This design comes from an exercise in tuning for small area on the open sky130 flow, not from production work. No run shown here included a check of the RTL's function; only the layout flow was run. Power and IR drop assume default switching activity.

--- design/flow/config.mk ---
export PLATFORM = sky130hd
export DESIGN_NAME = cpu
export DESIGN_NICKNAME = cpu
export VERILOG_FILES = /design/flow/design.v
export SDC_FILE = /design/flow/constraint.sdc
export NUM_CORES = 4
export LEC_CHECK = 0
export CAP_MARGIN = 20
export CORE_MARGIN = 2
export CORE_UTILIZATION = 40
export CTS_BUF_LIST = sky130_fd_sc_hd__clkbuf_8
export CTS_CLUSTER_DIAMETER = 200
export CTS_CLUSTER_SIZE = 50
export SLEW_MARGIN = 20
--- design/flow/constraint.sdc ---
create_clock -name core_clock -period 10.0 [get_ports {clock_i}]
set_input_delay 2.0000 -clock core_clock [delete_from_list [all_inputs] [get_ports {clock_i}]]
set_output_delay 2.0000 -clock core_clock [all_outputs]
set_load 0.01 [all_outputs]
--- design/flow/design.v ---
module cpu #(
    parameter unsigned CLOCK_DIVIDER = 12
) (
    input logic clock_i,
    input logic reset_i,
    input logic [7:0] data_i,
    input logic data_valid_i,
    output logic [7:0] data_o,
    output logic [15:0] address_o,
    output logic bus_read_o,
    output logic bus_write_o
);
  logic [3:0] cnt;
  logic step;
  assign step = (cnt == 4'd3);
  always_ff @(posedge clock_i) begin
    if (reset_i) cnt <= 4'd7;
    else if (step) cnt <= 4'd8;
    else cnt <= cnt + 4'd1;
  end
  logic par;
  always_ff @(posedge clock_i) begin
    if (reset_i) par <= 1'b0;
    else if (step) par <= ~par;
  end
  logic late;   
  logic shift, first, last;
  always_comb begin
    if (late) begin
      shift = (cnt[3] & cnt[2]) | (~cnt[3] & ~cnt[2]);
      first = (cnt == 4'd12);
      last  = (cnt == 4'd3);
    end else begin
      shift = cnt[3];
      first = (cnt == 4'd8);
      last  = (cnt == 4'd15);
    end
  end
  localparam logic [3:0]
    Q_F0    = 4'd0,    
    Q_F1    = 4'd1,    
    Q_EXD   = 4'd2,    
    Q_EXN   = 4'd3,    
    Q_ZP1   = 4'd4,    
    Q_ZX1   = 4'd5,    
    Q_ZX2   = 4'd6,    
    Q_I3    = 4'd7,    
    Q_I4    = 4'd8,    
    Q_AB1   = 4'd9,    
    Q_AB2   = 4'd10,   
    Q_RST   = 4'd11,   
    Q_STUCK = 4'd12;   
  logic [3:0] q;
  logic [7:0] ir;
  logic [7:0] a, x, y, sp, t, h;
  logic c, cy;
  logic [15:0] pc;
  logic upc;   
  logic zh;   
  function automatic logic [3:0] decode(input logic [7:0] o);
    if (o == 8'hEA || o == 8'h38 || o == 8'h18 || o == 8'hAA || o == 8'hA8 || o == 8'h8A ||
        o == 8'h98 || o == 8'h9A || o == 8'hBA)
      decode = Q_EXN;
    else if (o == 8'hA9 || o == 8'hA2 || o == 8'hA0 || o == 8'h69 || o == 8'hE9 ||
             o == 8'hC9 || o == 8'h29 || o == 8'h49 || o == 8'h09)
      decode = Q_EXD;
    else if (o == 8'h85 || o == 8'hA5 || o == 8'hA6 || o == 8'hA4)
      decode = Q_ZP1;
    else if (o == 8'hB5 || o == 8'hA1)
      decode = Q_ZX1;
    else if (o == 8'hAD || o == 8'h6D || o == 8'hED || o == 8'hCD || o == 8'h2D ||
             o == 8'h4D || o == 8'h0D || o == 8'h4C)
      decode = Q_AB1;
    else
      decode = Q_STUCK;
  endfunction
  logic implied;
  assign implied = (data_i == 8'hEA) | (data_i == 8'h38) | (data_i == 8'h18) |
                   (data_i == 8'hAA) | (data_i == 8'hA8) | (data_i == 8'h8A) |
                   (data_i == 8'h98) | (data_i == 8'h9A) | (data_i == 8'hBA);
  logic [3:0] nq;
  logic nrd, nwr, set_upc, clr_upc, set_zh, clr_zh;
  logic pc_inc, pc_jmp;
  logic ld_ir, t_d, t_h, h_d;
  logic c_ld, c_v;
  logic f_sa_a, f_sa_x, f_sa_y, f_sa_sp, f_sb_t, f_binv, f_op0, f_op1, f_k1, f_kc, f_d_a, f_d_x, f_d_y, f_d_sp, f_d_t, f_upd_c, f_c_ld, f_c_v, f_is_sta, f_is_idx;
  assign f_sa_a = (~ir[7]) | (ir[6]) | (ir[5] & ~ir[4] & ir[3] & ~ir[0]);
  assign f_sa_x = (~ir[5] & ir[1]);
  assign f_sa_y = (~ir[5] & ~ir[1] & ~ir[0]);
  assign f_sa_sp = (ir[5] & ir[4] & ir[3]);
  assign f_sb_t = (~ir[3]) | (ir[0]);
  assign f_binv = (ir[7] & ir[6] & ir[5]);
  assign f_op0 = (~ir[7] & ~ir[6]);
  assign f_op1 = (~ir[7] & ~ir[5]);
  assign f_k1 = (ir[7] & ~ir[5] & ir[0]);
  assign f_kc = (ir[6] & ir[5]);
  assign f_d_a = (ir[5] & ir[0]) | (~ir[7] & ir[0]) | (ir[6] & ir[2] & ir[0]) | (ir[7] & ir[4] & ~ir[1]) | (~ir[6] & ~ir[4] & ir[3]);
  assign f_d_x = (~ir[6] & ir[1]);
  assign f_d_y = (ir[7] & ~ir[1] & ~ir[0]);
  assign f_d_sp = (ir[4] & ir[1]);
  assign f_d_t = 1'b1;
  assign f_upd_c = (ir[6] & ir[5] & ~ir[1]) | (ir[7] & ir[6] & ~ir[5]);
  assign f_c_ld = (~ir[3] & ~ir[0]) | (ir[5] & ~ir[3] & ir[2]) | (ir[7] & ~ir[6] & ir[3] & ~ir[2] & ir[0]) | (~ir[7] & ir[4]);
  assign f_c_v = (~ir[7] & ir[5]);
  assign f_is_sta = (~ir[5]);
  assign f_is_idx = (~ir[2]);
  always_comb begin
    nq = q;
    nrd = 1'b0;
    nwr = 1'b0;
    set_upc = 1'b0; clr_upc = 1'b0; set_zh = 1'b0; clr_zh = 1'b0;
    pc_inc = 1'b0; pc_jmp = 1'b0;
    ld_ir = 1'b0; t_d = 1'b0; t_h = 1'b0; h_d = 1'b0;
    c_ld = 1'b0; c_v = 1'b0;
    case (q)
      Q_F0, Q_F1: begin
        nq = Q_F0;
        if (data_valid_i) begin
          ld_ir = 1'b1;
          nq = decode(data_i);
          if (!implied) begin
            nrd = 1'b1; pc_inc = 1'b1;
          end
        end
      end
      Q_EXD, Q_EXN: begin
        if (data_valid_i || q == Q_EXN) begin
          nq = Q_F1;
          t_d = 1'b1;
          nrd = 1'b1; pc_inc = 1'b1; set_upc = 1'b1;
          c_ld = f_c_ld; c_v = f_c_v;
        end
      end
      Q_ZP1: begin
        if (data_valid_i) begin
          nq = Q_EXN;
          t_d = 1'b1; clr_upc = 1'b1; set_zh = 1'b1;
          if (f_is_sta) nwr = 1'b1;
          else nrd = 1'b1;
        end
      end
      Q_ZX1: begin
        if (data_valid_i) begin
          nq = Q_ZX2;
          t_d = 1'b1;
        end
      end
      Q_ZX2: begin
        nq = f_is_idx ? Q_I3 : Q_EXN;
        nrd = 1'b1; clr_upc = 1'b1; set_zh = 1'b1;
      end
      Q_I3: begin
        nq = Q_I4;
        nrd = 1'b1; t_h = 1'b1; h_d = 1'b1;
      end
      Q_I4: begin
        nq = Q_EXN;
        nrd = 1'b1; t_h = 1'b1; h_d = 1'b1; clr_zh = 1'b1;
      end
      Q_AB1, Q_RST: begin
        if (data_valid_i) begin
          nq = Q_AB2;
          t_d = 1'b1; nrd = 1'b1; pc_inc = 1'b1;
        end
      end
      Q_AB2: begin
        if (data_valid_i) begin
          nrd = 1'b1;
          if (!ir[0]) begin   
            nq = Q_F0;
            pc_jmp = 1'b1;
          end else begin
            nq = Q_EXD;
            h_d = 1'b1; clr_upc = 1'b1; clr_zh = 1'b1;
          end
        end
      end
      default: ;
    endcase
  end
  localparam logic [1:0] OP_ADD = 2'd0, OP_AND = 2'd1, OP_EOR = 2'd2, OP_ORA = 2'd3;
  logic sa_a, sa_x, sa_y, sa_sp, sa_h, sb_t, binv;
  logic [1:0] op;
  logic cin;
  logic d_a, d_x, d_y, d_sp, d_t, d_h;   
  logic r_x;   
  logic upd_c;
  always_comb begin
    sa_a = 1'b0; sa_x = 1'b0; sa_y = 1'b0; sa_sp = 1'b0; sa_h = 1'b0; sb_t = 1'b0;
    binv = 1'b0; op = OP_ORA; cin = 1'b0;
    d_a = 1'b0; d_x = 1'b0; d_y = 1'b0; d_sp = 1'b0; d_t = 1'b0; d_h = 1'b0;
    r_x = 1'b0;
    upd_c = 1'b0;
    case (q)
      Q_F1: begin
        sa_a = f_sa_a; sa_x = f_sa_x; sa_y = f_sa_y; sa_sp = f_sa_sp; sb_t = f_sb_t;
        binv = f_binv; op = {f_op1, f_op0}; cin = f_k1 | (f_kc & (c ^ f_binv));
        d_a = f_d_a; d_x = f_d_x; d_y = f_d_y; d_sp = f_d_sp; d_t = f_d_t;
        upd_c = f_upd_c;
      end
      Q_ZP1: begin   
        sa_a = 1'b1; d_h = 1'b1;
      end
      Q_ZX2: begin
        sa_x = 1'b1; r_x = 1'b1; sb_t = 1'b1; d_t = 1'b1; d_h = 1'b1; op = OP_ADD; cin = 1'b0;
      end
      Q_I3: begin
        sa_h = 1'b1; d_h = 1'b1; op = OP_ADD; cin = 1'b1;
      end
      Q_RST: begin
        d_a = 1'b1; d_x = 1'b1; d_y = 1'b1; d_sp = 1'b1;
      end
      default: ;
    endcase
  end
  logic ab, bb, z, ci, co;
  always_comb begin
    ab = (sa_a & a[0]) | (sa_x & x[0]) | (sa_y & y[0]) | (sa_sp & sp[0]) | (sa_h & h[0]);
    bb = (sb_t & t[0]) ^ binv;
    ci = first ? cin : cy;
    co = (ab & bb) | (ab & ci) | (bb & ci);
    case (op)
      OP_ADD: z = ab ^ bb ^ ci;
      OP_AND: z = ab & bb;
      OP_EOR: z = ab ^ bb;
      default: z = ab | bb;
    endcase
  end
  assign late = par & (q != Q_I3);
  logic sh_t, sh_h;
  assign sh_t  = shift & d_t;
  assign sh_h  = shift & d_h;
  always_ff @(posedge clock_i) begin
    a <= {(shift & d_a) ? z : a[0], a[7:1]};
    x <= {(shift & d_x & ~r_x) ? z : x[0], x[7:1]};
    y <= {(shift & d_y) ? z : y[0], y[7:1]};
    sp <= {(shift & d_sp) ? z : sp[0], sp[7:1]};
    if (shift) cy <= co;
    if (sh_t) t <= {z, t[7:1]};
    else if (step & t_d) t <= data_i;
    else if (step & t_h) t <= h;
    if (sh_h) h <= {z, h[7:1]};
    else if (step & h_d) h <= data_i;
  end
  always_ff @(posedge clock_i) begin
    if (reset_i) begin
      q <= Q_RST;
      ir[0] <= 1'b0;
      bus_read_o <= 1'b1;
      bus_write_o <= 1'b0;
      c <= 1'b0;
      pc <= 16'hFFFC;
      upc <= 1'b1;
    end else begin
      if (shift & last & upd_c) c <= co;
      if (step) begin
        q <= nq;
        if (ld_ir) ir <= data_i;
        bus_read_o <= nrd;
        bus_write_o <= nwr;
        if (set_upc) upc <= 1'b1;
        else if (clr_upc) upc <= 1'b0;
        if (set_zh) zh <= 1'b1;
        else if (clr_zh) zh <= 1'b0;
        if (c_ld) c <= c_v;
        if (pc_inc) pc <= pc + 16'd1;
        else if (pc_jmp) pc <= {data_i, t};
      end
    end
  end
  assign address_o = upc ? pc : {zh ? 8'd0 : h, t};
  assign data_o = h;
endmodule
--- design/flow/run.sh ---
#!/bin/bash
# synth_recipe.tcl (not shown) runs the flow's synth.tcl, then flattens the netlist and writes it again
# the make line also repeats each setting of config.mk as NAME=value (left out here)
make -C /OpenROAD-flow-scripts/flow DESIGN_CONFIG=/design/flow/config.mk WORK_HOME=/design/flow/orfs CLKGATE_MAP_FILE= SYNTH_SCRIPT=/design/flow/synth_recipe.tcl finish
==> qor.csv, run 1 <==
stage,metric,value,unit
sta,timing.fmax,0.239,GHz
route,vias_per_cell,5.79,
yosys,synthArstFlopShare,0,
yosys,synth_edf_count,25,
route,drt_wl_total,12.2,mm
sta,slew_headroom,0.381,
yosys,netlist_area,4690,µm²
status,status,"complete, no violations",
global_routing,grt_pass1_vias,3638,
run,drv_cap,0,
cts,cts_made_buffers,9,
yosys,ys_types,81,
route,antenna_left,0,
setup_path,critPathLaunchType,register,
global_routing,antenna_found_initial,0,
yosys,synthFlopType,dfxtp_1,
setup_path,r2r_start,q[2],
floorplanning,io_pins,37,
cts,path_clk_slew,0.10,ns
yosys,synth.largest_area_cell,dfxtp_1,
worst_hold_path,min_from,x[1],
yosys,yosys-top-cells-count,"62 x dfxtp_1, 47 x nand2_1, 38 x nor2_1, 29 x a21oi_1, 25 x edfxtp_1",
setup_path,critical_path_class,register to output port,
global_routing,track_usage,0.201,
yosys,synth_nets,525,
global_routing,grt-ovfl-total,0,
cts,cts_resized,0,
global_routing,grt_max_degree,31,
yosys,synth_warnings,1,
yosys,synth_top_area_share,0.264,
floorplanning,die_area,12600,µm²
sta,finalSetupTns,0,ns
yosys,synth_seq_area_share,0.424,
placement,port-buffer-count,36,
cts,cts_root_buf,clkbuf_8,
cts,clock_latency,0.39,ns
route,drt_iter0_drc,272,
yosys,synthTopCellsByArea,"dfxtp_1 26%, edfxtp_1 16%, nand2_1 3.8%, a21oi_1 3.1%, nor2_1 3.0%",
pwr,power_density,133,nW/µm²
layout,layout-drive-gt1-share,0.102,
floorplanning,fp-row-count,39,
placement,globalplace.congestion,0.863,
yosys,yosys_register_bits,87,
floorplanning,core_area,11400,µm²
floorplanning,fp.dieW,112,µm
sta,rsz0062_at_grt,no,
route,routedWlPerCell,18.1,µm
placement,dp.final_hpwl,8.34,mm
pwr,peakVddDrop,0.0771,mV
layout,diodes,0,
layout,nFillCells,1134,
floorplanning,start_util,0.411,
cts,hold_buffers,0,
yosys,avgSynthCellArea,9.28,µm²
pwr,power.leakage,0.00194,µW
route,vias,3895,
yosys,synth_cells,506,
yosys,yosys.cell_count.top_type,dfxtp_1,
route,post-route-drc-count,0,
sta,finalHoldViolCount,0,
cts,clkSinkCount,87,
cts,htree_levels,3,
setup_path,end_kind,output port,
layout,fin_nets,544,
layout,synthToLayoutAreaGrowth,12.8,%
sta,final.period_utilization,0.418,
sta,finClkSkew,0.0128,ns
route,dr.pass1.iters,5,
sta,fin_crit,4.18,ns
floorplanning,dieHeight,112,µm
global_routing,grt_pass1_wl,19.9,mm
cts,post_cts_buffers,0,
layout,final_core_util,0.464,
sta,setup_viol,0,
worst_hold_path,min_path_type,register to register,
setup_path,crit_start,upc,
cts,cts_max_path_buffers,2,
setup_path,critical_path_arrival,2.18,ns
setup_path,critPathMaxFanout,25,
setup_path,cp.required,8.00,ns
sta,final_max_slew_viol_count,0,
sta,tightestPinTransition,0.921,ns
cts,cts_tree,done,
## per-stage QoR
| step | cell area [µm²] | hold WS, ns | total power (µW) | cells | setup slack, ns |
|---|---|---|---|---|---|
| floorplan | 4690 | 0.310 | 448 | 506 | 6.47 |
| global placement | 5110 | 0.310 | 472 | 657 | 5.57 |
| detailed placement | 5110 | 0.314 | 473 | 657 | 5.49 |
| CTS | 5300 | 0.335 | 710 | 673 | 5.79 |
| global route | 5300 | 0.338 | 733 | 673 | 5.68 |
| finish | 5300 | 0.330 | 705 | 673 | 5.82 |
## layout by cell type (no fill, tap or decap), types with 4 or more instances in the layout
| cell | count |
|---|---|
| dfxtp_1 | 62 |
| nand2_1 | 47 |
| nor2_1 | 38 |
| clkdlybuf4s50_1 | 36 |
| a21oi_1 | 29 |
| edfxtp_1 | 25 |
| o21ai_0 | 22 |
| o21ai_1 | 19 |
| nand2b_1 | 15 |
| nand3_1 | 15 |
| inv_1 | 15 |
| nor3_1 | 13 |
| mux2i_1 | 12 |
| mux2_2 | 12 |
| mux2_1 | 9 |
| clkbuf_8 | 9 |
| or3_1 | 8 |
| o211ai_1 | 8 |
| ha_1 | 7 |
| nor3b_1 | 6 |
| o311ai_1 | 5 |
| and4_1 | 5 |
| and3_1 | 5 |
| a311oi_1 | 5 |
| nor2b_1 | 4 |
| nand3b_1 | 4 |
| a31oi_1 | 4 |
| o21a_1 | 4 |
| a211oi_1 | 4 |
| clkinv_4 | 4 |
## worst max-delay path: stages (launching register included)
cell,delay (ns)
dfxtp_1,0.90
mux2_2,0.41
clkdlybuf4s50_1,0.48
## state kept, by name (all words and copies together), names as in the netlist, 4 cells and up
register,flops
q,4
a,8
x,8
cnt,4
sp,8
t,8
y,8
pc,16
h,8
ir,8
## layout make-up
class	count	area, µm²	share of cell area
clock inverters	7	58.8	0.0111
well taps	143	179	0.0338
flip-flops and latches	87	1990	0.376
inverters	16	60.1	0.0113
repair buffers	39	383	0.0723
clock buffers	9	124	0.0234
multi-input cells	372	2500	0.472
## cell families after synthesis
family          share of synthesized area
simple gates                        0.213
flops                               0.424
mux                                0.0760
fa+ha+maj                          0.0251
xor+xnor                          0.00933
buf+inv                            0.0432
compound gates                      0.209
## metal layers
metal	share of wire	up-vias	wire length, µm	track usage
li1	-	1910	-	-
met4	0.018	0	214	0.0724
met1	0.49	1852	5960	0.291
met2	0.43	119	5250	0.292
met3	0.063	14	767	0.0470
met5	0	-	0	0
## where the power goes
group          internal (µW)  switching (µW)  leakage [µW]
combinational           34.6            51.1       0.00111
sequential               370            9.52      0.000728
clock                   93.8             146     0.0000971
total                    498             207       0.00194
## path summary, 6_finish.rpt
| kind | end | slack, ns | cells past startpoint |
|---|---|---|---|
| hold / removal | x[0] | 0.33 | 0 |
| hold reg to reg | x[0] | 0.33 | 0 |
| setup reg to reg | x[7] | 6.41 | 10 |
| setup / recovery | address_o[7] | 5.82 | 2 |
==> inputs of run 2 (changes only) <==
==> design/flow/flow/run.sh (new file) <==
#!/bin/bash
# The standard layout, with the smallest buffer on the ports and a clock
# tree built without dummy loads. The whole ORFS output goes to standard.log
# here; each ORFS step also keeps its own log under orfs/logs/.
set -euo pipefail
export BUFFER_PORTS_ARGS="-buffer_cell sky130_fd_sc_hd__buf_1"
export CTS_ARGS="-sink_clustering_enable -repair_clock_nets -buf_list sky130_fd_sc_hd__clkbuf_8 -dont_use_dummy_load"
bash standard.sh > standard.log 2>&1
==> design/flow/standard.sh (new file) <==
#!/bin/bash
# synth_recipe.tcl (not shown) runs the flow's synth.tcl, then flattens the netlist and writes it again
# the make line also repeats each setting of config.mk as NAME=value (left out here)
make -C /OpenROAD-flow-scripts/flow DESIGN_CONFIG=/design/flow/config.mk WORK_HOME=/design/flow/orfs CLKGATE_MAP_FILE= SYNTH_SCRIPT=/design/flow/synth_recipe.tcl "${@:-finish}"
==> design/flow/config.mk (replaced) <==
export PLATFORM = sky130hd
export DESIGN_NAME = cpu
export DESIGN_NICKNAME = cpu
export VERILOG_FILES = /design/flow/design.v
export SDC_FILE = /design/flow/constraint.sdc
export NUM_CORES = 4
export LEC_CHECK = 0
export CAP_MARGIN = 20
export CORE_MARGIN = 2
export CORE_UTILIZATION = 55
export SLEW_MARGIN = 20
removed: design/flow/run.sh
==> run 2 against run 1 <==
Net effect:
- critical endpoint is now pc[14]
- via count unchanged
- largest cell class unchanged
- first-iteration DRC count up 5.1%
- highest routed layer unchanged
- synthesized area unchanged
- global-route usage up 6.1 points
- clock skew up 0.027 ns
- non-clock buffer count down 1
- sequential power about the same
- final cell count down 6.8%
- sequential share of layout area up 2.6 points
- worst hold slack worse by 0.016 ns
- die area down 26%
==> qor.csv, run 2 <==
stage,metric,value,unit,change
layout,layout-drive-gt1-share,0.0900,,-0.0118
yosys,synth_top_area_share,0.264,,unchanged
sta,finalSetupTns,0,ns,unchanged
yosys,yosys.cell_count.top_type,dfxtp_1,,
setup_path,end_kind,register,,
layout,final_core_util,0.600,,+0.136
placement,pre_cts_ws,5.85,ns,+0.357 ns
setup_path,critPathMaxFanout,16,,-36%
sta,final_max_slew_viol_count,0,,unchanged
placement,port-buffer-count,36,,unchanged
yosys,yosys-top-cells-count,"62 x dfxtp_1, 47 x nand2_1, 38 x nor2_1, 29 x a21oi_1, 25 x edfxtp_1",,
route,drt_iter0_drc,286,,+5.1%
cts,path_clk_slew,0.11,ns,about the same
layout,largest-register,pc,,
setup_path,critical_path_arrival,4.12,ns,+1.94 ns
floorplanning,io_pins,37,,unchanged
worst_hold_path,hold-path-cell-count,0,,unchanged
yosys,yosys_register_bits,87,,unchanged
placement,dp.final_hpwl,7.97,mm,-4.4%
route,vias_per_cell,6.21,,+7.3%
floorplanning,die_area,9290,µm²,-26%
yosys,synth.largest_area_cell,dfxtp_1,,
global_routing,grt-ovfl-total,0,,unchanged
floorplanning,start_util,0.568,,+0.157
yosys,synth_edf_count,25,,unchanged
sta,setup_viol,0,,unchanged
yosys,synth_seq_area_share,0.424,,unchanged
layout,final_common_cell,dfxtp_1,,
global_routing,grt_pass1_wl,18.6,mm,-6.7%
setup_path,critPathLaunchType,input pin,,
global_routing,track_usage,0.261,,+0.0606
setup_path,r2r_start,q[3],,
cts,cts_root_buf,clkbuf_8,,
setup_path,reg2regPathDepth,10,,unchanged
floorplanning,fp-row-count,33,,-15%
floorplanning,core_area,8260,µm²,-28%
sta,rsz0062_at_grt,no,,
cts,hold_buffers,0,,unchanged
worst_hold_path,min_path_type,register to register,,
layout,synthToLayoutAreaGrowth,5.60,%,
route,drt_wl_total,11.4,mm,-6.6%
cts,cts_tree,done,,
floorplanning,dieHeight,96.4,µm,-14%
floorplanning,fp.dieW,96.4,µm,-14%
route,routedWlPerCell,18.2,µm,+0.21%
pwr,power.leakage,0.00180,µW,-7.3%
sta,final.period_utilization,0.385,,-0.0329
route,antenna_left,0,,unchanged
sta,tightestPinTransition,0.963,ns,+0.0422 ns
sta,hold_slack,0.314,ns,-0.0159 ns
route,post-route-drc-count,0,,unchanged
yosys,synth_warnings,1,,unchanged
yosys,synthFlopType,dfxtp_1,,
sta,timing.fmax,0.260,GHz,+8.5%
worst_hold_path,min_from,sp[4],,
yosys,synth_nets,525,,unchanged
layout,largest_reg_flops,16,,unchanged
setup_path,crit_start,data_valid_i,,
yosys,synthArstFlopShare,0,,unchanged
global_routing,antenna_found_initial,0,,unchanged
global_routing,grt_max_degree,31,,unchanged
sta,slew_headroom,0.357,,-0.0243
cts,cts_made_buffers,9,,unchanged
layout,final_cell_mix,"62 x dfxtp_1, 47 x nand2_1, 38 x nor2_1",,
pwr,power_density,132,nW/µm²,-0.81%
sta,finalHoldViolCount,0,,unchanged
route,vias,3895,,unchanged
sta,setup_ws,6.15,ns,+0.329 ns
setup_path,critical_path_class,input pin to register,,
yosys,ys_types,81,,unchanged
pwr,peakVddDrop,0.134,mV,+74%
layout,diodes,0,,unchanged
sta,finClkSkew,0.0396,ns,+0.0268 ns
cts,htree_levels,3,,unchanged
cts,clkSinkCount,87,,unchanged
yosys,avgSynthCellArea,9.28,µm²,unchanged
yosys,synthTopCellsByArea,"dfxtp_1 26%, edfxtp_1 16%, nand2_1 3.8%, a21oi_1 3.1%, nor2_1 3.0%",,
cts,cts_max_path_buffers,2,,unchanged
cts,cts_resized,0,,unchanged
yosys,synth_cells,506,,unchanged
layout,fin_nets,543,,-0.18%
setup_path,cp.required,10.26,ns,+2.26 ns
run,drv_cap,0,,unchanged
yosys,netlist_area,4690,µm²,unchanged
sta,fin_crit,3.85,ns,-0.329 ns
global_routing,grt_pass1_vias,3514,,-3.4%
status,status,"complete, no violations",,
cts,post_cts_buffers,0,,unchanged
route,dr.pass1.iters,5,,unchanged
cts,clock_latency,0.36,ns,-0.03 ns
placement,globalplace.congestion,0.902,,+4.5%
[run 2: changes by cell type in the layout (fill, tap and decap cells not counted)]
cell,before,now
inv_8,1,0
inv_1,15,14
clkdlybuf4s50_1,36,0
inv_6,1,0
buf_1,0,36
clkinv_4,4,0
buf_4,3,2
[run 2: final cells by class]
class | count | area [µm²]
well taps | 105 | 131
fillers | 793 | 3300
inverters | 16 | 60.1
multi-input cells | 372 | 2500
clock buffers | 9 | 124
repair buffers | 38 | 150
flip-flops and latches | 87 | 1990
[run 2: cell families after synthesis]
| kind of cell | after synthesis | share of synthesized area |
|---|---|---|
| buffers and inverters | 47 | 0.0432 |
| XOR/XNOR | 5 | 0.00933 |
| multiplexers | 33 | 0.0760 |
| flip-flops | 87 | 0.424 |
| adder cells (fa/ha/maj) | 9 | 0.0251 |
| AO/OA/AOI/OAI | 139 | 0.209 |
| AND/OR/NAND/NOR | 186 | 0.213 |
[run 2: where the power goes]
part / total [µW] / leakage [µW] / internal [µW] / switching (µW)
clock: 194 / 0.0000647 / 80.9 / 113
combinational: 80.9 / 0.00100 / 30.3 / 50.6
sequential: 380 / 0.000728 / 370 / 9.64
total: 655 / 0.00180 / 481 / 173
[run 2: metal layers]
| metal | GRT usage | up-vias | share of wire |
|---|---|---|---|
| met4 | 0.0646 | 0 | 0.0085 |
| met3 | 0.0349 | 10 | 0.048 |
| met1 | 0.403 | 1878 | 0.50 |
| li1 | - | 1897 | - |
| met2 | 0.385 | 110 | 0.44 |
| met5 | 0 | - | 0 |
[run 2: worst max-delay path, stage by stage]
cell and delay (ns):
buf_1 0.42, nand3b_1 0.22, or3_1 0.43, nor2_2 0.55, nor2_1 0.07, and4_1 0.22
a211oi_1 0.20
[run 2: path summary, 6_finish.rpt]
| path | end | slack, ns |
|---|---|---|
| worst max register to register | x[7] | 6.51 |
| worst min register to register | sp[3] | 0.31 |
| worst min-delay path | sp[3] | 0.31 |
| worst max-delay path | pc[14] | 6.15 |
[run 2: metrics by stage]
step                power, µW  area (µm²)  std cells
floorplan                 448        4690        506
global placement          467        4830        618
detailed placement        469        4830        618
CTS                       659        4960        627
global route              683        4960        627
finish                    655        4960        627
==> inputs of run 3 (changes only) <==
--- a/design/flow/config.mk
+++ b/design/flow/config.mk
@@ -7,5 +7,5 @@
 export LEC_CHECK = 0
 export CAP_MARGIN = 20
 export CORE_MARGIN = 2
-export CORE_UTILIZATION = 55
+export CORE_UTILIZATION = 40
 export SLEW_MARGIN = 20
==> run 3 against run 2 <==
Net effect:
- register-to-register slack lost 0.03 ns
- critical path type unchanged
- clock skew shrank 0.013 ns
- synthesized area unchanged
- core utilization shrank 16 points
- still clean on timing, DRC and antenna
==> qor.csv, run 3 <==
stage,metric,value,unit,change
placement,globalplace.congestion,0.851,,-5.6%
sta,slew_headroom,0.334,,-0.0231
global_routing,track_usage,0.191,,-0.0704
layout,seqCellArea,1990,µm²,unchanged
cts,hold_buffers,0,,unchanged
placement,port-buffer-count,36,,unchanged
floorplanning,dieHeight,112,µm,+17%
yosys,synthTopCellsByArea,"dfxtp_1 26%, edfxtp_1 16%, nand2_1 3.8%, a21oi_1 3.1%, nor2_1 3.0%",,
sta,setup_viol,0,,unchanged
route,post-route-drc-count,0,,unchanged
floorplanning,fp-row-count,39,,+18%
setup_path,critical_path_arrival,4.16,ns,+0.04 ns
status,status,"complete, no violations",,
yosys,synth_top_area_share,0.264,,unchanged
global_routing,grt_pass1_wl,18.9,mm,+1.7%
setup_path,crit_chain,"buf_1, nand3b_1, or3_1, nor2_2, nor2_1, and4_1, a211oi_1",,
floorplanning,core_area,11400,µm²,+38%
layout,final_cell_mix,"62 x dfxtp_1, 47 x nand2_1, 38 x nor2_1",,
yosys,synth_edf_count,25,,unchanged
setup_path,worst-path-buf-inv,1,,unchanged
cts,htree_levels,3,,unchanged
yosys,avgSynthCellArea,9.28,µm²,unchanged
setup_path,slowest_stage,nor2_2,,
cts,clock_latency,0.38,ns,+0.02 ns
floorplanning,fp.dieW,112,µm,+17%
cts,cts_max_path_buffers,2,,unchanged
global_routing,grt_pass1_vias,3586,,+2.0%
yosys,synth_cells,506,,unchanged
route,drt_wl_total,11.7,mm,+2.6%
cts,cts_tree,done,,
layout,fin_cells,665,,+6.1%
run,drv_cap,0,,unchanged
setup_path,end_kind,register,,
cts,cts_resized,0,,unchanged
yosys,netlist_area,4690,µm²,unchanged
yosys,synth.largest_area_cell,dfxtp_1,,
floorplanning,die_area,12600,µm²,+36%
yosys,yosys.cell_count.top_type,dfxtp_1,,
cts,path_clk_slew,0.09,ns,-0.02 ns
pwr,power_density,131,nW/µm²,-0.82%
layout,largest-register,pc,,
yosys,yosys_register_bits,87,,unchanged
layout,largest_reg_flops,16,,unchanged
route,drt_iter0_drc,244,,-15%
layout,final_core_util,0.438,,-0.162
global_routing,grt_max_degree,31,,unchanged
cts,post_cts_buffers,0,,unchanged
layout,diodes,0,,unchanged
setup_path,critical_path_class,input pin to register,,
floorplanning,io_pins,37,,unchanged
global_routing,grt-ovfl-total,0,,unchanged
sta,finClkSkew,0.0265,ns,-0.0131 ns
pwr,peakVddDrop,0.104,mV,-23%
cts,cts_made_buffers,9,,unchanged
sta,rsz0062_at_grt,no,,
placement,dp.cells,656,,+6.1%
route,routedWlPerCell,17.6,µm,-3.3%
yosys,ys_types,81,,unchanged
placement,dp.final_hpwl,8.15,mm,+2.3%
floorplanning,start_util,0.411,,-0.157
setup_path,cp.required,10.28,ns,+0.02 ns
yosys,synthArstFlopShare,0,,unchanged
setup_path,crit_path_max_incr_delay,0.56,ns,about the same
sta,finalSetupTns,0,ns,unchanged
cts,clkSinkCount,87,,unchanged
sta,final_max_slew_viol_count,0,,unchanged
layout,multiInputGateArea,2500,µm²,unchanged
setup_path,critPathMaxFanout,16,,unchanged
sta,timing.fmax,0.258,GHz,-0.76%
worst_hold_path,min_path_type,register to register,,
layout,layout-drive-gt1-share,0.0900,,unchanged
pwr,power.leakage,0.00180,µW,unchanged
cts,cts_root_buf,clkbuf_8,,
sta,hold_slack,0.308,ns,-0.00594 ns
yosys,synth_warnings,1,,unchanged
layout,fin_nets,543,,unchanged
sta,finalHoldViolCount,0,,unchanged
sta,fin_crit,3.88,ns,+0.0296 ns
route,vias_per_cell,5.85,,-5.9%
yosys,synth_seq_area_share,0.424,,unchanged
yosys,synthFlopType,dfxtp_1,,
layout,nFillCells,1146,,+45%
yosys,yosys-top-cells-count,"62 x dfxtp_1, 47 x nand2_1, 38 x nor2_1, 29 x a21oi_1, 25 x edfxtp_1",,
yosys,synth_nets,525,,unchanged
route,vias,3888,,-0.18%
route,dr.pass1.iters,5,,unchanged
setup_path,critPathLaunchType,input pin,,
layout,synthToLayoutAreaGrowth,6.61,%,
route,antenna_left,0,,unchanged
setup_path,crit_family,simple AND/OR/NAND/NOR gates,,
sta,final.period_utilization,0.388,,+0.00296
layout,final_common_cell,dfxtp_1,,
global_routing,antenna_found_initial,0,,unchanged
sta,tightestPinTransition,0.998,ns,+0.0346 ns
==> run 3: cells by family (layout without fill, tap and decap cells) <==
| family | count (synthesis) | after routing | share of synthesized area |
|---|---|---|---|
| xor+xnor | 5 | 5 | 0.00933 |
| flops | 87 | 87 | 0.424 |
| buf+inv | 47 | 63 | 0.0432 |
| fa+ha+maj | 9 | 9 | 0.0251 |
| simple gates | 186 | 186 | 0.213 |
| mux | 33 | 33 | 0.0760 |
| compound gates | 139 | 139 | 0.209 |
==> run 3: report_power, final <==
| part | leakage, µW | total [µW] | internal (µW) | switching, µW |
|---|---|---|---|---|
| clock network | 0.0000647 | 195 | 80.6 | 114 |
| logic | 0.00100 | 81.0 | 30.4 | 50.6 |
| registers | 0.000728 | 380 | 370 | 9.85 |
==> run 3: layout make-up <==
class                      count  area share
clock buffer                   9      0.0248
multi-input combinational    372       0.499
inverter                      16      0.0120
tap                          143      0.0358
sequential                    87       0.398
timing repair buffer          38      0.0300
==> run 3: path summary, 6_finish.rpt <==
check | start | to | slack [ns] | cells past startpoint
hold / removal | x[2] | x[1] | 0.31 | 0
setup / recovery | data_valid_i | pc[14] | 6.12 | 7
hold reg to reg | x[2] | x[1] | 0.31 | 0
setup reg to reg | q[0] | x[7] | 6.48 | 10
==> run 3: metrics by stage <==
step | power, µW | cell area (µm²) | setup slack, ns
6_report | 656 | 5000 | 6.12
5_1_grt | 688 | 5000 | 6.02
4_1_cts | 662 | 5000 | 6.18
3_5_place_dp | 468 | 4880 | 5.80
3_3_place_gp | 468 | 4880 | 5.91
2_1_floorplan | 448 | 4690 | 6.47
==> run 3: routing by layer <==
layer	vias up	part of all wire	track usage
met1	1845	0.48	0.269
met3	23	0.064	0.0518
met5	-	0	0
li1	1895	-	-
met4	0	0.024	0.0748
met2	125	0.44	0.278
==> inputs of run 4 (changes only) <==
==> design/flow/flow/run.sh (replaced) <==
#!/bin/bash
# The standard layout (standard.sh) with three changes that only make the
# layout smaller: the smallest buffer on every port, a clock tree of clkbuf_8
# without dummy loads, and, after the floorplan, gates on paths with positive
# slack sized down (repair_timing -recover_power). Each tool's full output goes
# to a log of its own here; ORFS also keeps per-step logs under orfs/logs/.
set -euo pipefail
export BUFFER_PORTS_ARGS="-buffer_cell sky130_fd_sc_hd__buf_1"
export CTS_ARGS="-sink_clustering_enable -repair_clock_nets -buf_list sky130_fd_sc_hd__clkbuf_8 -dont_use_dummy_load"
bash standard.sh synth floorplan > standard_floorplan.log 2>&1
openroad -no_init -exit flow/downsize.tcl > downsize.log 2>&1
bash standard.sh > standard_finish.log 2>&1
==> design/flow/flow/downsize.tcl (new file) <==
# Size down gates that have slack to spare, in the floorplan's database.
set res orfs/results/$::env(FLOW_PLATFORM)/cpu/base
read_db $res/2_floorplan.odb
read_liberty $::env(FLOW_HOME)/platforms/sky130hd/lib/sky130_fd_sc_hd__tt_025C_1v80.lib
read_sdc $res/2_floorplan.sdc
source $::env(FLOW_HOME)/platforms/sky130hd/setRC.tcl
report_design_area
report_worst_slack -max
repair_timing -recover_power 100 -verbose
report_design_area
report_worst_slack -max
write_db $res/2_floorplan.odb
--- a/design/flow/config.mk
+++ b/design/flow/config.mk
@@ -7,5 +7,5 @@
 export LEC_CHECK = 0
 export CAP_MARGIN = 20
 export CORE_MARGIN = 2
-export CORE_UTILIZATION = 40
+export CORE_UTILIZATION = 55
 export SLEW_MARGIN = 20
==> run 4 against run 3 <==
Net effect:
- critical path type unchanged
- fmax is 11% lower
- worst setup slack worse by 0.47 ns
- still clean on timing, DRC and antenna
- wire length up 0.78%
- final area is 2.0% lower
==> qor.csv, run 4 <==
stage,metric,value,unit,change
yosys,synth-xor-area-share,0.00933,,unchanged
setup_path,critPathLaunchType,input pin,,
status,status,"complete, no violations",,
cts,htree_levels,3,,unchanged
setup_path,critical_path_arrival,4.56,ns,+0.40 ns
pwr,p_switching,172,µW,-1.6%
route,dr.pass1.iters,5,,unchanged
setup_path,crit_chain,"buf_1, nor2b_1, nand2_4, nor4_1, o211ai_1, o211ai_1, o311ai_0",,
route,post-route-drc-count,0,,unchanged
setup_path,slowest_stage,nor4_1,,
yosys,synth_nets,525,,unchanged
yosys,netlist_area,4690,µm²,unchanged
yosys,yosys-top-cells-count,"62 x dfxtp_1, 47 x nand2_1, 38 x nor2_1, 29 x a21oi_1, 25 x edfxtp_1",,
cts,cts_root_buf,clkbuf_8,,
worst_hold_path,min_from,a[1],,
sta,finalSetupTns,0,ns,unchanged
pwr,peakVddDrop,0.122,mV,+17%
layout,largest-register,pc,,
global_routing,grt_pass1_vias,3565,,-0.59%
setup_path,crit_start,data_valid_i,,
yosys,synthFlopType,dfxtp_1,,
pwr,seqPwrFrac,0.582,,+0.002
setup_path,r2r_start,q[0],,
route,antenna_left,0,,unchanged
cts,post_cts_buffers,0,,unchanged
placement,dp.final_hpwl,8.21,mm,+0.69%
layout,fin_nets,544,,+0.18%
setup_path,critical_path_class,input pin to register,,
global_routing,grt_max_degree,31,,unchanged
worst_hold_path,min_path_type,register to register,,
yosys,synth_cells,506,,unchanged
setup_path,worst-path-stages,7,,unchanged
yosys,synth_warnings,1,,unchanged
layout,multiInputGateArea,2440,µm²,-2.4%
yosys,yosys.cell_count.top_type,dfxtp_1,,
cts,cts_tree,done,,
global_routing,grt-ovfl-total,0,,unchanged
sta,fin_crit,4.35,ns,+0.469 ns
layout,seqCellArea,1990,µm²,unchanged
yosys,synth.area.mux_share,0.0760,,unchanged
layout,fin_cells,628,,-5.6%
cts,cts_made_buffers,9,,unchanged
sta,timing.fmax,0.230,GHz,-11%
yosys,synthAdderAreaFrac,0.0251,,unchanged
floorplanning,die_area,9290,µm²,-26%
cts,clkSinkCount,87,,unchanged
setup_path,crit_path_end,pc[10],,
global_routing,track_usage,0.270,,+0.0795
setup_path,critPathMaxFanout,14,,-2
sta,finClkSkew,0.0408,ns,+0.0142 ns
placement,port-buffer-count,36,,unchanged
route,vias,3966,,+2.0%
setup_path,cp.required,10.20,ns,-0.08 ns
route,routedWlPerCell,18.7,µm,+6.7%
setup_path,cpMostUsedCell,o211ai_1,,
pwr,p_int,481,µW,about the same
layout,largest_reg_flops,16,,unchanged
yosys,synthTopCellsByArea,"dfxtp_1 26%, edfxtp_1 16%, nand2_1 3.8%, a21oi_1 3.1%, nor2_1 3.0%",,
placement,globalplace.congestion,0.871,,+2.3%
route,drt_wl_total,11.8,mm,+0.78%
layout,layout-drive-gt1-share,0.0593,,-0.0308
yosys,synth_seq_area_share,0.424,,unchanged
yosys,synth_top_area_share,0.264,,unchanged
yosys,yosys_register_bits,87,,unchanged
floorplanning,io_pins,37,,unchanged
floorplanning,fp.dieW,96.4,µm,-14%
yosys,synth_edf_count,25,,unchanged
yosys,ys_types,81,,unchanged
global_routing,grt_pass1_wl,19.0,mm,+0.18%
yosys,synth_top_family_by_area,simple AND/OR/NAND/NOR gates,,
sta,final.period_utilization,0.435,,+0.0469
setup_path,crit_family,simple AND/OR/NAND/NOR gates,,
setup_path,crit_path_max_incr_delay,0.84,ns,+0.28 ns
yosys,synthSimpleGateAreaFrac,0.213,,unchanged
pwr,switching_share,0.263,,-0.00318
pwr,power_density,133,nW/µm²,+1.6%
setup_path,worst-path-buf-inv,1,,unchanged
pwr,comb_power_share,0.123,,about the same
sta,finalHoldViolCount,0,,unchanged
layout,diodes,0,,unchanged
setup_path,reg2reg_to,x[7],,
yosys,synthArstFlopShare,0,,unchanged
cts,cts_max_path_buffers,2,,unchanged
cts,hold_buffers,0,,unchanged
setup_path,end_kind,register,,
setup_path,reg2regPathDepth,10,,unchanged
pwr,power.leakage,0.00178,µW,-0.80%
setup_path,rrSetupSlack,6.49,ns,about the same
cts,cts_resized,0,,unchanged
floorplanning,core_area,8260,µm²,-28%
floorplanning,start_util,0.568,,+0.157
floorplanning,dieHeight,96.4,µm,-14%
layout,final_cell_mix,"62 x dfxtp_1, 47 x nand2_1, 38 x nor2_1",,
sta,slew_headroom,0.325,,-0.00886
global_routing,antenna_found_initial,0,,unchanged
yosys,avgSynthCellArea,9.28,µm²,unchanged
sta,rsz0062_at_grt,no,,
route,drt_iter0_drc,239,,-2.0%
run,drv_cap,0,,unchanged
pwr,clockPowerShare,0.295,,-0.002
layout,nFillCells,767,,-33%
layout,final_common_cell,dfxtp_1,,
cts,clock_latency,0.37,ns,about the same
floorplanning,fp-row-count,33,,-15%
route,vias_per_cell,6.32,,+8.0%
sta,tightestPinTransition,1.00,ns,+0.00693 ns
cts,path_clk_slew,0.09,ns,about the same
yosys,synth_compound_area_frac,0.209,,unchanged
placement,dp.cells,619,,-5.6%
layout,synthToLayoutAreaGrowth,4.48,%,
yosys,synth.largest_area_cell,dfxtp_1,,
sta,setup_viol,0,,unchanged
sta,final_max_slew_viol_count,0,,unchanged
run 4: cell counts after synthesis:
No cell type changed its count.
run 4: through the flow:
stage	total power (µW)	hold slack [ns]	utilization	instance area [µm²]	worst slack, ns
final	653	0.307	0.594	4900	5.65
after detailed placement	467	0.312	0.579	4780	5.39
after global routing	682	0.309	0.594	4900	5.35
after CTS	657	0.304	0.594	4900	5.71
after floorplan	448	0.310	-	4690	6.47
after global placement	465	0.311	0.579	4780	5.55
run 4: cell families (layout without fill, tap and decap cells):
group / Yosys count / count (layout)
XOR/XNOR: 5 / 5
buffers and inverters: 47 / 64
adder cells (fa/ha/maj): 9 / 9
multiplexers: 33 / 33
flip-flops: 87 / 87
AO/OA/AOI/OAI: 139 / 139
AND/OR/NAND/NOR: 186 / 186
run 4: per-layer routing:
metal | track usage | vias up | part of all wire
met5 | 0 | - | 0
met4 | 0.0587 | 0 | 0.0093
met3 | 0.0582 | 10 | 0.072
met2 | 0.406 | 147 | 0.44
met1 | 0.401 | 1914 | 0.48
li1 | - | 1895 | -
run 4: how the worst min path moves through the flow:
stage / end / slack (ns) / depth (start not counted)
after floorplan: a[0] / 0.31 / 0
after global placement: a[1] / 0.31 / 0
after detailed placement: sp[6] / 0.31 / 0
after CTS: a[0] / 0.30 / 0
after global routing: a[0] / 0.31 / 0
final: a[0] / 0.31 / 0
run 4: power groups by stage:
stage	logic [µW]	registers (µW)	clock network, µW
5_1_grt	90.8	381	210
6_report	80.2	380	193
4_1_cts	80.1	380	197
3_3_place_gp	77.9	387	0
2_1_floorplan	64.3	384	0
3_5_place_dp	79.6	388	0
run 4: cell type report:
| type | instances | share of cell area |
|---|---|---|
| multi-input cells | 372 | 0.497 |
| flip-flops and latches | 87 | 0.406 |
| repair buffers | 39 | 0.0322 |
| clock buffers | 9 | 0.0253 |
| inverters | 16 | 0.0122 |
| well taps | 105 | 0.0268 |
==> inputs of run 5 (changes only) <==
--- a/design/flow/flow/run.sh
+++ b/design/flow/flow/run.sh
@@ -6,7 +6,7 @@
 # to a log of its own here; ORFS also keeps per-step logs under orfs/logs/.
 set -euo pipefail
 export BUFFER_PORTS_ARGS="-buffer_cell sky130_fd_sc_hd__buf_1"
-export CTS_ARGS="-sink_clustering_enable -repair_clock_nets -buf_list sky130_fd_sc_hd__clkbuf_8 -dont_use_dummy_load"
+export CTS_ARGS="-sink_clustering_enable -repair_clock_nets -buf_list sky130_fd_sc_hd__clkbuf_16 -sink_clustering_size 100 -sink_clustering_max_diameter 500 -dont_use_dummy_load"
 bash standard.sh synth floorplan > standard_floorplan.log 2>&1
 openroad -no_init -exit flow/downsize.tcl > downsize.log 2>&1
 bash standard.sh > standard_finish.log 2>&1
==> run 5 against run 4 <==
Net effect:
- still clean on timing, DRC and antenna
- sequential cell count unchanged
- wire length increased by 0.29%
- global-route usage about the same
- count of clock-buffer cells in the layout unchanged
- sequential power about the same
- die area unchanged
- synthesized cell count unchanged
- synthesized area unchanged
- worst hold slack improved by 0.0033 ns
- final cell count unchanged
- sequential share of layout area decreased by 0.82 points
- first-iteration DRC count decreased by 16%
==> qor.csv, run 5 <==
stage,metric,value,unit,change
layout,layout-drive-gt1-share,0.0593,,unchanged
floorplanning,dieHeight,96.4,µm,unchanged
setup_path,critical_path_arrival,4.52,ns,-0.04 ns
layout,largest-register,pc,,
cts,clock_latency,0.34,ns,-0.03 ns
yosys,synth_top_area_share,0.264,,unchanged
setup_path,r2r_start,q[0],,
route,wl_met3,848,µm,+0.59%
pwr,peakVddDrop,0.102,mV,-16%
worst_hold_path,hold_path_end,a[0],,
route,antenna_left,0,,unchanged
setup_path,cp.required,10.19,ns,about the same
pwr,clockPowerShare,0.379,,+0.084
sta,finalHoldViolCount,0,,unchanged
layout,fin_area,5000,µm²,+2.1%
cts,cts_resized,0,,unchanged
yosys,ys_types,81,,unchanged
global_routing,track_usage,0.270,,about the same
cts,path_clk_slew,0.07,ns,-0.02 ns
yosys,avgSynthCellArea,9.28,µm²,unchanged
floorplanning,die_area,9290,µm²,unchanged
setup_path,slowest_stage,nor4_1,,
route,post-route-drc-count,0,,unchanged
yosys,synth_seq_area_share,0.424,,unchanged
layout,synthToLayoutAreaGrowth,6.64,%,
setup_path,critPathMaxFanout,14,,unchanged
sta,tightestPinTransition,0.999,ns,-0.00543 ns
setup_path,end_kind,register,,
run,drv_cap,0,,unchanged
placement,dp.final_hpwl,8.21,mm,unchanged
route,m1WireLength,5.64,mm,-0.39%
floorplanning,io_pins,37,,unchanged
worst_hold_path,hold-path-cell-count,0,,unchanged
yosys,yosys_register_bits,87,,unchanged
setup_path,crit_path_max_incr_delay,0.84,ns,about the same
yosys,yosys.cell_count.top_type,dfxtp_1,,
route,maxUsedRoutingLayer,met4,,
global_routing,antenna_found_initial,0,,unchanged
yosys,synth_cells,506,,unchanged
setup_path,cpMostUsedCell,o211ai_1,,
yosys,synthFlopType,dfxtp_1,,
route,dr.pass1.iters,7,,+2
yosys,synth_warnings,1,,unchanged
route,wl_met2,5.19,mm,+0.62%
route,drt_wl_total,11.8,mm,+0.29%
setup_path,crit_chain,"buf_1, nor2b_1, nand2_4, nor4_1, o211ai_1, o211ai_1, o311ai_0",,
pwr,comb_power_share,0.108,,-0.015
yosys,synth_nets,525,,unchanged
route,vias,3968,,+0.050%
setup_path,critical_path_class,input pin to register,,
setup_path,reg2reg_to,x[7],,
floorplanning,core_area,8260,µm²,unchanged
sta,final.period_utilization,0.434,,-0.00167
sta,rsz0062_at_grt,no,,
global_routing,grt-ovfl-total,0,,unchanged
yosys,synth.largest_area_cell,dfxtp_1,,
pwr,seqPwrFrac,0.513,,-0.069
worst_hold_path,min_from,a[1],,
cts,cts_tree,done,,
layout,diodes,0,,unchanged
status,status,"complete, no violations",,
worst_hold_path,min_path_type,register to register,,
setup_path,reg2regPathDepth,10,,unchanged
sta,setup_viol,0,,unchanged
cts,cts_max_path_buffers,2,,unchanged
layout,final_common_cell,dfxtp_1,,
cts,clkSinkCount,87,,unchanged
yosys,synthArstFlopShare,0,,unchanged
floorplanning,start_util,0.568,,unchanged
yosys,netlist_area,4690,µm²,unchanged
global_routing,grt_pass1_vias,3600,,+0.98%
pwr,p_switching,183,µW,+6.4%
placement,globalplace.congestion,0.871,,unchanged
setup_path,rrSetupSlack,6.42,ns,-0.07 ns
layout,fin_nets,544,,unchanged
cts,htree_levels,3,,unchanged
pwr,power_density,148,nW/µm²,+11%
yosys,synthTopCellsByArea,"dfxtp_1 26%, edfxtp_1 16%, nand2_1 3.8%, a21oi_1 3.1%, nor2_1 3.0%",,
cts,post_cts_buffers,0,,unchanged
cts,cts_made_buffers,9,,unchanged
sta,finClkSkew,0.0266,ns,-0.0141 ns
floorplanning,fp-row-count,33,,unchanged
sta,final_max_slew_viol_count,0,,unchanged
sta,fin_crit,4.34,ns,-0.0167 ns
route,vias_per_cell,6.32,,about the same
route,routedWlPerCell,18.8,µm,+0.29%
placement,port-buffer-count,36,,unchanged
global_routing,grt_pass1_wl,19.0,mm,+0.40%
route,drt_iter0_drc,200,,-16%
layout,final_cell_mix,"62 x dfxtp_1, 47 x nand2_1, 38 x nor2_1",,
pwr,power.leakage,0.00183,µW,+2.6%
cts,hold_buffers,0,,unchanged
yosys,synth_edf_count,25,,unchanged
layout,largest_reg_flops,16,,unchanged
pwr,switching_share,0.246,,-0.0167
global_routing,grt_max_degree,31,,unchanged
cts,cts_root_buf,clkbuf_16,,
setup_path,critPathLaunchType,input pin,,
floorplanning,fp.dieW,96.4,µm,unchanged
placement,placed_area,4780,µm²,unchanged
pwr,p_int,559,µW,+16%
sta,timing.fmax,0.231,GHz,+0.39%
yosys,yosys-top-cells-count,"62 x dfxtp_1, 47 x nand2_1, 38 x nor2_1, 29 x a21oi_1, 25 x edfxtp_1",,
sta,finalSetupTns,0,ns,unchanged
sta,slew_headroom,0.329,,+0.00365
==> run 5: cell counts after synthesis <==
Identical to the previous run, type by type.
==> run 5: worst max-delay path, delay by kind of cell <==
family / cells / cell delay [ns]
AO/OA/AOI/OAI: 3 / 0.79
AND/OR/NAND/NOR: 3 / 1.32
buffers and inverters: 1 / 0.41
==> run 5: logic make-up (layout without fill, tap and decap cells) <==
| kind of cell | after synthesis | after routing | share of synthesized area |
|---|---|---|---|
| adder cells (fa/ha/maj) | 9 | 9 | 0.0251 |
| flip-flops | 87 | 87 | 0.424 |
| AO/OA/AOI/OAI | 139 | 139 | 0.209 |
| buffers and inverters | 47 | 64 | 0.0432 |
| XOR/XNOR | 5 | 5 | 0.00933 |
| multiplexers | 33 | 33 | 0.0760 |
| AND/OR/NAND/NOR | 186 | 186 | 0.213 |
==> run 5: worst max path at each step <==
stage	from	to	slack (ns)	depth (start not counted)
after CTS	data_valid_i	pc[10]	5.71	7
after global routing	data_valid_i	pc[10]	5.31	7
final	data_valid_i	pc[10]	5.66	7
after floorplan	data_valid_i	t[0]	6.47	4
after global placement	data_valid_i	pc[10]	5.55	7
after detailed placement	data_valid_i	pc[10]	5.39	7
==> run 5: stage by stage <==
| step | hold WS, ns | worst slack, ns | power, µW | utilization | instances |
|---|---|---|---|---|---|
| 2_1_floorplan | 0.310 | 6.47 | 448 | - | 506 |
| 3_3_place_gp | 0.311 | 5.55 | 465 | 0.579 | 619 |
| 3_5_place_dp | 0.312 | 5.39 | 467 | 0.579 | 619 |
| 4_1_cts | 0.313 | 5.71 | 745 | 0.606 | 628 |
| 5_1_grt | 0.320 | 5.31 | 769 | 0.606 | 628 |
| 6_report | 0.310 | 5.66 | 742 | 0.606 | 628 |
==> run 5: cell type report <==
type / count / area (µm²)
Multi-Input combinational cell: 372 / 2440
Sequential cell: 87 / 1990
Tap cell: 105 / 131
Timing Repair Buffer: 39 / 158
Clock buffer: 9 / 225
Inverter: 16 / 60.1
Fill cell: 760 / 3250
==> run 5: power groups by stage <==
stage / Combinational [µW] / Sequential (µW) / Clock, µW
2_1_floorplan: 64.3 / 384 / 0
3_3_place_gp: 77.9 / 387 / 0
3_5_place_dp: 79.6 / 388 / 0
4_1_cts: 80.1 / 380 / 284
5_1_grt: 90.9 / 381 / 296
6_report: 79.9 / 380 / 281
==> run 5: layer usage <==
layer  up-vias  GRT usage
met4         0     0.0728
met1      1896      0.402
met3        13     0.0465
met5         -          0
li1       1896          -
met2       163      0.406
==> inputs of run 6 (changes only) <==
--- a/design/flow/flow/run.sh
+++ b/design/flow/flow/run.sh
@@ -6,7 +6,7 @@
 # to a log of its own here; ORFS also keeps per-step logs under orfs/logs/.
 set -euo pipefail
 export BUFFER_PORTS_ARGS="-buffer_cell sky130_fd_sc_hd__buf_1"
-export CTS_ARGS="-sink_clustering_enable -repair_clock_nets -buf_list sky130_fd_sc_hd__clkbuf_16 -sink_clustering_size 100 -sink_clustering_max_diameter 500 -dont_use_dummy_load"
+export CTS_ARGS="-sink_clustering_enable -repair_clock_nets -root_buf sky130_fd_sc_hd__clkbuf_8 -buf_list sky130_fd_sc_hd__clkbuf_4 -dont_use_dummy_load"
 bash standard.sh synth floorplan > standard_floorplan.log 2>&1
 openroad -no_init -exit flow/downsize.tcl > downsize.log 2>&1
 bash standard.sh > standard_finish.log 2>&1
==> run 6 against run 5 <==
Net effect:
- total power shrank 12%
- fmax shrank 0.38%
- count of clock-buffer cells in the layout is the same
- first-iteration DRC count grew 20%
- global-route usage is essentially flat
- sequential power is essentially flat
- sequential share of layout area grew 0.82 points
- final area shrank 2.0%
- combinational power is essentially flat
- critical path depth is the same
- synthesized area is the same
- worst hold slack lost 0.0033 ns
- critical path type unchanged
- critical endpoint unchanged
- largest cell class unchanged
==> qor.csv, run 6 <==
stage,metric,value,unit,change
run,drv_cap,0,,unchanged
layout,final_common_cell,dfxtp_1,,
yosys,yosys_register_bits,87,,unchanged
floorplanning,fp.dieW,96.4,µm,unchanged
layout,final_cell_mix,"62 x dfxtp_1, 47 x nand2_1, 38 x nor2_1",,
cts,hold_buffers,0,,unchanged
route,antenna_left,0,,unchanged
setup_path,end_kind,register,,
sta,slew_headroom,0.325,,-0.00365
route,post-route-drc-count,0,,unchanged
sta,setup_viol,0,,unchanged
global_routing,grt_max_degree,31,,unchanged
cts,clkSinkCount,87,,unchanged
layout,largest-register,pc,,
layout,multiInputGateArea,2440,µm²,unchanged
sta,hold_slack,0.307,ns,-0.00325 ns
setup_path,cp.required,10.20,ns,about the same
global_routing,grt-ovfl-total,0,,unchanged
yosys,synth_nets,525,,unchanged
floorplanning,core_area,8260,µm²,unchanged
route,drt_wl_total,11.8,mm,-0.29%
placement,port-buffer-count,36,,unchanged
status,status,"complete, no violations",,
sta,final_max_slew_viol_count,0,,unchanged
sta,rsz0062_at_grt,no,,
yosys,yosys-top-cells-count,"62 x dfxtp_1, 47 x nand2_1, 38 x nor2_1, 29 x a21oi_1, 25 x edfxtp_1",,
route,vias,3966,,-0.050%
cts,cts_max_path_buffers,2,,unchanged
yosys,synth_edf_count,25,,unchanged
placement,globalplace.congestion,0.871,,unchanged
yosys,synth.largest_area_cell,dfxtp_1,,
floorplanning,io_pins,37,,unchanged
cts,htree_levels,3,,unchanged
placement,dp.final_hpwl,8.21,mm,unchanged
layout,final_core_util,0.594,,-0.0123
global_routing,grt_pass1_vias,3565,,-0.97%
pwr,power.leakage,0.00178,µW,-2.5%
cts,cts_resized,0,,unchanged
layout,fin_nets,544,,unchanged
yosys,yosys.cell_count.top_type,dfxtp_1,,
setup_path,critPathLaunchType,input pin,,
sta,finClkSkew,0.0408,ns,+0.0141 ns
layout,synthToLayoutAreaGrowth,4.48,%,
floorplanning,dieHeight,96.4,µm,unchanged
route,routedWlPerCell,18.7,µm,-0.29%
setup_path,critPathMaxFanout,14,,unchanged
cts,cts_tree,done,,
sta,tightestPinTransition,1.00,ns,+0.00543 ns
floorplanning,die_area,9290,µm²,unchanged
yosys,synthArstFlopShare,0,,unchanged
layout,nFillCells,767,,+0.92%
route,dr.pass1.iters,5,,-2
layout,layout-drive-gt1-share,0.0593,,unchanged
cts,clock_latency,0.37,ns,+0.03 ns
yosys,synth_warnings,1,,unchanged
setup_path,critical_path_class,input pin to register,,
route,vias_per_cell,6.32,,about the same
setup_path,critical_path_arrival,4.56,ns,+0.04 ns
yosys,synthTopCellsByArea,"dfxtp_1 26%, edfxtp_1 16%, nand2_1 3.8%, a21oi_1 3.1%, nor2_1 3.0%",,
sta,final.period_utilization,0.435,,+0.00167
layout,seqCellArea,1990,µm²,unchanged
cts,cts_made_buffers,9,,unchanged
cts,path_clk_slew,0.09,ns,+0.02 ns
floorplanning,fp-row-count,33,,unchanged
cts,post_cts_buffers,0,,unchanged
sta,finalHoldViolCount,0,,unchanged
yosys,synth_seq_area_share,0.424,,unchanged
yosys,synth_cells,506,,unchanged
sta,finalSetupTns,0,ns,unchanged
global_routing,antenna_found_initial,0,,unchanged
sta,fin_crit,4.35,ns,+0.0167 ns
layout,diodes,0,,unchanged
pwr,peakVddDrop,0.122,mV,+19%
floorplanning,start_util,0.568,,unchanged
yosys,synthFlopType,dfxtp_1,,
yosys,avgSynthCellArea,9.28,µm²,unchanged
yosys,netlist_area,4690,µm²,unchanged
global_routing,grt_pass1_wl,19.0,mm,-0.40%
yosys,synth_top_area_share,0.264,,unchanged
worst_hold_path,min_path_type,register to register,,
pwr,power_density,133,nW/µm²,-10%
cts,cts_root_buf,clkbuf_8,,
layout,largest_reg_flops,16,,unchanged
route,drt_iter0_drc,239,,+20%
sta,timing.fmax,0.230,GHz,-0.38%
global_routing,track_usage,0.270,,about the same
yosys,ys_types,81,,unchanged
run 6: cell counts after synthesis:
No cell type changed its count.
run 6: metal layers:
metal	vias up	global-route usage	wire length [µm]	part of all wire
li1	1895	-	-	-
met1	1914	0.401	5660	0.48
met3	10	0.0582	843	0.072
met4	0	0.0587	109	0.0093
met5	-	0	0	0
met2	147	0.406	5160	0.44
run 6: cell families (layout without fill, tap and decap cells):
kind of cell | count (synthesis) | after routing | synth area share
adder cells (fa/ha/maj) | 9 | 9 | 0.0251
AND/OR/NAND/NOR | 186 | 186 | 0.213
flip-flops | 87 | 87 | 0.424
buffers and inverters | 47 | 64 | 0.0432
multiplexers | 33 | 33 | 0.0760
AO/OA/AOI/OAI | 139 | 139 | 0.209
XOR/XNOR | 5 | 5 | 0.00933
run 6: per-stage QoR:
stage | power [µW] | setup slack [ns] | cell area (µm²) | cells
floorplan | 448 | 6.47 | 4690 | 506
global placement | 465 | 5.55 | 4780 | 619
detailed placement | 467 | 5.39 | 4780 | 619
CTS | 657 | 5.71 | 4900 | 628
global route | 682 | 5.35 | 4900 | 628
finish | 653 | 5.65 | 4900 | 628
run 6: path summary, 6_finish.rpt:
kind              cells past startpoint  slack, ns  endpoint          from
setup / recovery                      7       5.65    pc[10]  data_valid_i
hold / removal                        0       0.31      a[0]          a[1]
setup reg to reg                     10       6.49      x[7]          q[0]
hold reg to reg                       0       0.31      a[0]          a[1]
run 6: worst max-delay path: stages:
cell	delay [ns]
buf_1	0.42
nor2b_1	0.37
nand2_4	0.11
nor4_1	0.84
o211ai_1	0.39
o211ai_1	0.26
o311ai_0	0.15
run 6: cell type report:
cell class / count / share of cell area
Sequential cell: 87 / 0.406
Clock buffer: 9 / 0.0253
Tap cell: 105 / 0.0268
Multi-Input combinational cell: 372 / 0.497
Inverter: 16 / 0.0122
Timing Repair Buffer: 39 / 0.0322
run 6: power by group:
group / switching [µW] / internal, µW / total (µW)
sequential: 9.65 / 370 / 380
combinational: 50.0 / 30.1 / 80.2
clock: 112 / 80.8 / 193
total: 172 / 481 / 653
==> inputs of run 7 (changes only) <==
--- a/design/flow/flow/run.sh
+++ b/design/flow/flow/run.sh
@@ -6,7 +6,7 @@
 # to a log of its own here; ORFS also keeps per-step logs under orfs/logs/.
 set -euo pipefail
 export BUFFER_PORTS_ARGS="-buffer_cell sky130_fd_sc_hd__buf_1"
-export CTS_ARGS="-sink_clustering_enable -repair_clock_nets -root_buf sky130_fd_sc_hd__clkbuf_8 -buf_list sky130_fd_sc_hd__clkbuf_4 -dont_use_dummy_load"
+export CTS_ARGS="-sink_clustering_enable -repair_clock_nets -root_buf sky130_fd_sc_hd__clkbuf_16 -buf_list sky130_fd_sc_hd__clkbuf_4 -dont_use_dummy_load"
 bash standard.sh synth floorplan > standard_floorplan.log 2>&1
 openroad -no_init -exit flow/downsize.tcl > downsize.log 2>&1
 bash standard.sh > standard_finish.log 2>&1
==> run 7 against run 6 <==
Net effect:
- still clean on timing, DRC and antenna
- synthesized area unchanged
- sequential cell count unchanged
- final cell count did not move
- via count about the same
- combinational power about the same
- sequential share of layout area decreased by 0.82 points
- largest cell class unchanged
==> qor.csv, run 7 <==
stage,metric,value,unit,change
setup_path,critical_path_arrival,4.52,ns,-0.04 ns
cts,cts_made_buffers,9,,unchanged
pwr,comb_power_share,0.108,,-0.015
yosys,synth_nets,525,,unchanged
layout,diodes,0,,unchanged
run,drv_cap,0,,unchanged
sta,final.period_utilization,0.434,,-0.00167
route,routedWlPerCell,18.8,µm,+0.29%
yosys,synth.area.mux_share,0.0760,,unchanged
yosys,synth_top_family_by_area,simple AND/OR/NAND/NOR gates,,
status,status,"complete, no violations",,
pwr,switching_share,0.246,,-0.0167
placement,pre_cts_ws,5.39,ns,unchanged
sta,timing.fmax,0.231,GHz,+0.39%
pwr,power.leakage,0.00183,µW,+2.6%
yosys,synth_cells,506,,unchanged
cts,hold_buffers,0,,unchanged
sta,finalSetupTns,0,ns,unchanged
sta,setup_viol,0,,unchanged
pwr,seqPwrFrac,0.513,,-0.069
yosys,synthTopCellsByArea,"dfxtp_1 26%, edfxtp_1 16%, nand2_1 3.8%, a21oi_1 3.1%, nor2_1 3.0%",,
global_routing,grt_pass1_vias,3600,,+0.98%
floorplanning,core_area,8260,µm²,unchanged
setup_path,worst-path-buf-inv,1,,unchanged
cts,clkSinkCount,87,,unchanged
layout,fin_nets,544,,unchanged
placement,port-buffer-count,36,,unchanged
yosys,synth_top_area_share,0.264,,unchanged
route,drt_wl_total,11.8,mm,+0.29%
worst_hold_path,min_path_type,register to register,,
yosys,yosys.cell_count.top_type,dfxtp_1,,
cts,cts_root_buf,clkbuf_16,,
cts,post_cts_buffers,0,,unchanged
setup_path,cpMostUsedCell,o211ai_1,,
layout,final_cell_mix,"62 x dfxtp_1, 47 x nand2_1, 38 x nor2_1",,
setup_path,critPathLaunchType,input pin,,
yosys,synth_compound_area_frac,0.209,,unchanged
layout,final_core_util,0.606,,+0.0123
cts,cts_tree,done,,
yosys,netlist_area,4690,µm²,unchanged
sta,fin_crit,4.34,ns,-0.0167 ns
setup_path,crit_chain,"buf_1, nor2b_1, nand2_4, nor4_1, o211ai_1, o211ai_1, o311ai_0",,
global_routing,track_usage,0.270,,about the same
cts,cts_resized,0,,unchanged
sta,slew_headroom,0.329,,+0.00365
yosys,synth_edf_count,25,,unchanged
setup_path,slowest_stage,nor4_1,,
floorplanning,io_pins,37,,unchanged
yosys,synth-xor-area-share,0.00933,,unchanged
setup_path,end_kind,register,,
setup_path,cp.required,10.19,ns,about the same
yosys,synth_seq_area_share,0.424,,unchanged
route,drt_iter0_drc,200,,-16%
yosys,yosys-top-cells-count,"62 x dfxtp_1, 47 x nand2_1, 38 x nor2_1, 29 x a21oi_1, 25 x edfxtp_1",,
cts,cts_max_path_buffers,2,,unchanged
floorplanning,die_area,9290,µm²,unchanged
layout,largest-register,pc,,
global_routing,grt-ovfl-total,0,,unchanged
setup_path,crit_family,simple AND/OR/NAND/NOR gates,,
pwr,peakVddDrop,0.102,mV,-16%
pwr,p_switching,183,µW,+6.4%
floorplanning,fp-row-count,33,,unchanged
pwr,clockPowerShare,0.379,,+0.084
global_routing,antenna_found_initial,0,,unchanged
layout,largest_reg_flops,16,,unchanged
placement,dp.final_hpwl,8.21,mm,unchanged
yosys,ys_types,81,,unchanged
cts,path_clk_slew,0.07,ns,-0.02 ns
floorplanning,dieHeight,96.4,µm,unchanged
route,post-route-drc-count,0,,unchanged
yosys,synthAdderAreaFrac,0.0251,,unchanged
run 7: cells by family after synthesis:
family	Yosys count
compound gates	139
xor+xnor	5
fa+ha+maj	9
buf+inv	47
flops	87
mux	33
simple gates	186
run 7: power by group through the flow:
stage          logic (µW)  registers [µW]  clock network, µW
2_1_floorplan        64.3             384                  0
3_3_place_gp         77.9             387                  0
3_5_place_dp         79.6             388                  0
4_1_cts              80.1             380                284
5_1_grt              90.9             381                296
6_report             79.9             380                281
run 7: layout make-up:
class,count,area (µm²),share of cell area
sequential,87,1990,0.398
timing repair buffer,39,158,0.0315
clock buffer,9,225,0.0450
tap,105,131,0.0263
multi-input combinational,372,2440,0.487
inverter,16,60.1,0.0120
run 7: worst paths after layout:
| check | from | end | slack [ns] | depth (start not counted) |
|---|---|---|---|---|
| min | a[1] | a[0] | 0.31 | 0 |
| max | data_valid_i | pc[10] | 5.66 | 7 |
| max reg2reg | q[0] | x[7] | 6.42 | 10 |
| min reg2reg | a[1] | a[0] | 0.31 | 0 |
run 7: layer usage:
layer / wire, µm / global-route usage / vias to the layer above / share of wire
li1: - / - / 1896 / -
met1: 5640 / 0.402 / 1896 / 0.48
met2: 5190 / 0.406 / 163 / 0.44
met3: 848 / 0.0465 / 13 / 0.072
met4: 128 / 0.0728 / 0 / 0.011
met5: 0 / 0 / - / 0
run 7: stage by stage:
stage                     instances  power (µW)  instance area, µm²  hold WS (ns)
after floorplan                 506         448                4690         0.310
after global placement          619         465                4780         0.311
after detailed placement        619         467                4780         0.312
after CTS                       628         745                5000         0.313
after global routing            628         769                5000         0.320
final                           628         742                5000         0.310
run 7: worst reg2reg max path, cell delays in order, from the launching register on:
cell and delay [ns]:
dfxtp_1 0.84, nand2b_1 0.24, nor3_1 0.53, a21oi_1 0.14
nor2_1 0.10, a22o_1 0.20, inv_2 0.06, fa_1 0.50
a2111o_1 0.09, o2111ai_1 0.33, mux2_1 0.43

Check on run 7: ideal ports give 5.665 ns setup slack; a clkbuf_16 on the clock port and buf_2 on the inputs give 5.677 ns; moving port delays by the midpoint clock arrival (0.369 ns) as well gives 5.308 ns.
